This is an optimization exercise on Yosys and OpenROAD, whose aim is small area, not a production implementation.
No driver is modelled on the clock port, so clock power and skew are understated where the tree is cut down; a real chip needs a root buffer or a tree.
Power and IR drop assume default switching activity.

==> flow/design.v <==
module dbc_lfsr (
    input clk,
    input rst_n,
    input button,
    output event_o
);
    localparam [10:0] P = 11'b10000000110;
    localparam [10:0] POL = 11'b10101010101;
    localparam S1P = 1'b1, S2P = 1'b0;
    reg s1q, s2q;
    reg [10:0] q;
    wire s1 = s1q ^ S1P;
    wire s2 = s2q ^ S2P;
    wire [10:0] t = q ^ POL;
    wire z = ~|t[9:0];
    wire start = s1 & ~s2 & z;
    wire f = (t[10] ^ t[8]) & ~z;
    assign event_o = z & t[10];
    wire [10:0] tn = !rst_n ? 11'd0 : start ? P : {t[9:0], f};
    always @(posedge clk) begin
        s1q <= (rst_n & button) ^ S1P;
        s2q <= (rst_n & s1) ^ S2P;
        q <= tn ^ POL;
    end
endmodule
module slot_fsm (
    input clk,
    input rst_n,
    input ent,
    input ext,
    input [1:0] switch,
    output reg [3:0] st,
    output reg [2:0] cr,
    output reg [1:0] Lr,
    output nf
);
    assign nf = &st;
    wire [3:0] nst;
    assign nst[0] = (ent & ~st[0]) | (st[0] & ~(ext & (switch == 2'd0)));
    assign nst[1] = (ent & st[0] & ~st[1]) | (st[1] & ~(ext & (switch == 2'd1)));
    assign nst[2] = (ent & st[0] & st[1] & ~st[2]) | (st[2] & ~(ext & (switch == 2'd2)));
    assign nst[3] = (ent & st[0] & st[1] & st[2] & ~st[3]) | (st[3] & ~(ext & (switch == 2'd3)));
    wire [1:0] nL = ~st[0] ? 2'd0 : ~st[1] ? 2'd1 : ~st[2] ? 2'd2 : ~st[3] ? 2'd3 : 2'd0;
    always @(posedge clk) begin
        if (!rst_n) begin
            st <= 4'd0;
            cr <= 3'd4;
            Lr <= 2'd0;
        end else begin
            st <= nst;
            cr <= (ent & ~nf) ? cr - 3'd1 : ext ? cr + 3'd1 : cr;
            Lr <= nL;
        end
    end
endmodule
module door_blink (
    input clk,
    input rst_n,
    input dev,
    output door_open
);
    localparam [9:0] DW = 10'b1010110010;
    localparam [4:0] M19 = 5'b00101;
    reg d;
    reg [4:0] m;
    reg [9:0] dt;
    wire drun = d | (|m);
    wire dwrap = (dt == DW);
    wire hold = rst_n & dev;
    wire step = rst_n & ~dev & drun & ~dwrap;
    wire adv = ~dev & drun & dwrap;
    wire mstep = rst_n & adv & ~d;
    wire mhold = rst_n & ~dev & ~(adv & ~d);
    assign door_open = d;
    wire [9:0] sh = {dt[8:0], ~(dt[9] ^ dt[6])};
    wire [4:0] shm = {m[3:0], ~(m[4] ^ m[2])};
    always @(posedge clk) begin
        dt <= ({10{hold}} & dt) | ({10{step}} & sh);
        d <= rst_n & (dev | (d ^ adv));
        m <= ({5{mhold}} & m) | ({5{mstep}} & shm) | ({5{hold}} & M19);
    end
endmodule
module full_blink (
    input clk,
    input rst_n,
    input ftrig,
    input nf,
    output full
);
    localparam [10:0] FW = 11'b00000010111;
    reg [2:0] k;
    reg [10:0] ft;
    wire run = |k;
    wire fwrap = (ft == FW);
    assign full = run ? k[0] : ft[0];
    wire hold = rst_n & ftrig & run;
    wire step = rst_n & ~ftrig & run & ~fwrap;
    wire idle = rst_n & ~ftrig & ~run;
    wire [10:0] sh = {ft[9:0], ~(ft[10] ^ ft[8])};
    always @(posedge clk) begin
        ft <= ({11{hold}} & ft) | ({11{step}} & sh) | {10'd0, idle & nf};
        if (!rst_n) k <= 3'd0;
        else if (ftrig) k <= 3'd7;
        else if (run & fwrap) k <= k - 3'd1;
    end
endmodule
module scanner (
    input clk,
    input rst_n,
    input [2:0] cr,
    input [1:0] Lr,
    input fr,
    output [4:0] seg_sel,
    output [7:0] seg_data
);
    reg [4:0] q;
    reg [2:0] A, B;
    wire tick = &q[2:0];
    wire [1:0] ds = q[4:3];
    reg [2:0] nA;
    always @* begin
        case (ds)
            2'd0: nA = cr;
            2'd1: nA = fr ? 3'd7 : {1'b0, Lr};
            2'd2: nA = fr ? 3'd6 : 3'd7;
            default: nA = 3'd7;
        endcase
    end
    always @(posedge clk) begin
        if (!rst_n) begin
            q <= 5'b00100;
            A <= 3'd0;
            B <= 3'd0;
        end else begin
            q <= q + 5'd1;
            if (tick) begin
                A <= nA;
                B <= A;
            end
        end
    end
    wire blank = (ds == 2'd0) & ~B[2];
    reg [7:0] seg;
    always @* begin
        case (B)
            3'd0: seg = 8'b00111111;
            3'd1: seg = 8'b00000110;
            3'd2: seg = 8'b01011011;
            3'd3: seg = 8'b01001111;
            3'd4: seg = 8'b01100110;
            3'd5: seg = 8'b01101101;
            3'd6: seg = 8'b01110001;
            default: seg = 8'b01000000;
        endcase
    end
    assign seg_data = blank ? 8'd0 : seg;
    assign seg_sel = {1'b0, ds == 2'd1, (ds == 2'd0) & B[2], ds == 2'd2, ds == 2'd3};
endmodule
module main(
    input clk,
    input reset,
    input entry_sensor,
    input exit_sensor,
    input [1:0] switch,
    input beep_in,
    output beep,
    output door_open,
    output full,
    output [2:0] c,
    output [1:0] L,
    output [3:0] state,
    output [4:0] seg_sel,
    output [7:0] seg_data
);
    assign beep = beep_in;
    wire ent, ext, nf;
    dbc_lfsr dbc1 (.clk(clk), .rst_n(reset), .button(~entry_sensor), .event_o(ent));
    dbc_lfsr dbc2 (.clk(clk), .rst_n(reset), .button(~exit_sensor), .event_o(ext));
    slot_fsm fsm (.clk(clk), .rst_n(reset), .ent(ent), .ext(ext), .switch(switch),
                  .st(state), .cr(c), .Lr(L), .nf(nf));
    door_blink door (.clk(clk), .rst_n(reset), .dev((ent & ~full) | ext), .door_open(door_open));
    full_blink fb (.clk(clk), .rst_n(reset), .ftrig(nf & ent), .nf(nf), .full(full));
    scanner scan (.clk(clk), .rst_n(reset), .cr(c), .Lr(L), .fr(full), .seg_sel(seg_sel), .seg_data(seg_data));
endmodule
Settings: LEC_CHECK=0, CAP_MARGIN=20, CORE_MARGIN=2, CORE_UTILIZATION=70, PLACE_DENSITY=0.8, SLEW_MARGIN=20; clock period 10.0 ns.
standard.sh (not shown) runs the stock make flow with config.mk's settings and CLKGATE_MAP_FILE= SYNTH_SCRIPT=/design/flow/synth_recipe.tcl, a recipe that flattens the netlist after the stock synthesis.
==> flow/flow/run.sh <==
#!/bin/bash
# Own layout flow: the standard ORFS flow (standard.sh) with these changes:
#  - synthesis is synth_recipe.tcl unchanged except that its abc call uses an
#    area-oriented ABC script (flow/area.abc) instead of ORFS's speed script,
#    and adders are left to ABC instead of ORFS's half/full adder cells;
#    registers, their names and cell types are untouched;
#  - every input and output port still gets a buffer, but a buf_1;
#  - clock tree: one clock buffer (flow/clkbuf) drives all register clock
#    pins, see flow/pre_cts.tcl.
# The make output goes to own_flow.log; ORFS's per-step logs are under orfs/logs.
set -euo pipefail
W=$(pwd)
F=$W/flow
cat > "$W/own_synth.tcl" <<TCL
proc abc {args} {
  set i [lsearch -exact \$args -script]
  if {\$i >= 0} { lset args [expr {\$i + 1}] {$F/area.abc} }
  yosys abc {*}\$args
}
source {$W/synth_recipe.tcl}
TCL
export OWN_FLOW_DIR=$F
bash "$W/standard.sh" \
  "SYNTH_SCRIPT=$W/own_synth.tcl" "ADDER_MAP_FILE=" \
  "BUFFER_PORTS_ARGS=-buffer_cell sky130_fd_sc_hd__buf_1" \
  "PRE_CTS_TCL=$F/pre_cts.tcl" \
  finish > "$W/own_flow.log" 2>&1
==> flow/flow/area.abc <==
strash
&get -n
&st
&dc2
&dch -f
&nf -a -R 1000
&put
topo
==> flow/flow/clkbuf <==
sky130_fd_sc_hd__clkbuf_2 sky130_fd_sc_hd__clkbuf_4 8
Other scripts of this flow, unchanged in this note and not shown: flow/flow/pre_cts.tcl
The starting point passed the timing, design-rule and antenna checks.
Next try:
==> flow/flow/clkbuf (replaced) <==
sky130_fd_sc_hd__clkbuf_2 sky130_fd_sc_hd__clkbuf_8 4
The changed run completed with no timing, DRC or antenna violations.
Flip-flop and latch count stays the same.
Design area is about the same.
Core utilization goes down by 0.14 points.
Maximum frequency is unchanged.
Power goes down by about 0.9%.
Wire length goes down by about 2%.
Next try:
==> flow/flow/area.abc (replaced) <==
strash
&get -n
&st
&dch
&nf -a
&put
topo
==> flow/flow/clkbuf (replaced) <==
sky130_fd_sc_hd__clkbuf_8 sky130_fd_sc_hd__clkbuf_8 4
What happened:
- design area rose by 3.2%
- wire length rose by 5.8%
- total power rose by 2.0%
- global-route usage rose by 0.48 points
- clock skew fell by 0.0061 ns
- maximum frequency stays flat
- cell count rose by 2.7%
- core utilization rose by 1.3 points
- worst setup slack barely changes
- hold slack gets better by 0.0096 ns
Function was not checked in any run of this note: the RTL went through the layout flow alone. In every run of this note, the design's own scripts or RTL, not TritonCTS, make the clock network.

port drivers added, routing unchanged:
How much do the figures lean on ideal ports? The routed layouts below were timed once more, with nothing changed but the port constraints.
Step 1 sets driving cells, clkbuf_16 on the clock port and buf_2 on the other inputs (assumed; they add their load-dependent delay and slew).
Step 2 moves the port delays by t, midway between the first and last clock arrival at a register: inputs arrive t later, outputs are due t later. That takes back most of the time a late clock gives input paths.
Slacks: ideal ports / drivers / drivers and shift; pairs: ideal ports / drivers.
| run | t (ns) | setup WS [ns] | hold slack, ns | latest minus earliest clock arrival (ns) | worst data-port slew with drivers (ns) |
|---|---|---|---|---|---|
| the first run | 0.508 | 6.000 / 5.959 / 5.823 | 0.387 / 0.387 / 0.387 | 0.019 / 0.019 | 0.06 |
| the second run | 0.448 | 6.000 / 5.959 / 5.787 | 0.389 / 0.389 / 0.389 | 0.016 / 0.015 | 0.06 |
| the third run | 0.356 | 6.000 / 5.956 / 5.813 | 0.398 / 0.398 / 0.398 | 0.010 / 0.009 | 0.06 |
After both steps setup and hold are still met in every run listed. For the second run, which loses most, drivers alone change the setup slack by -0.041 ns; drivers and shift together by -0.213 ns.
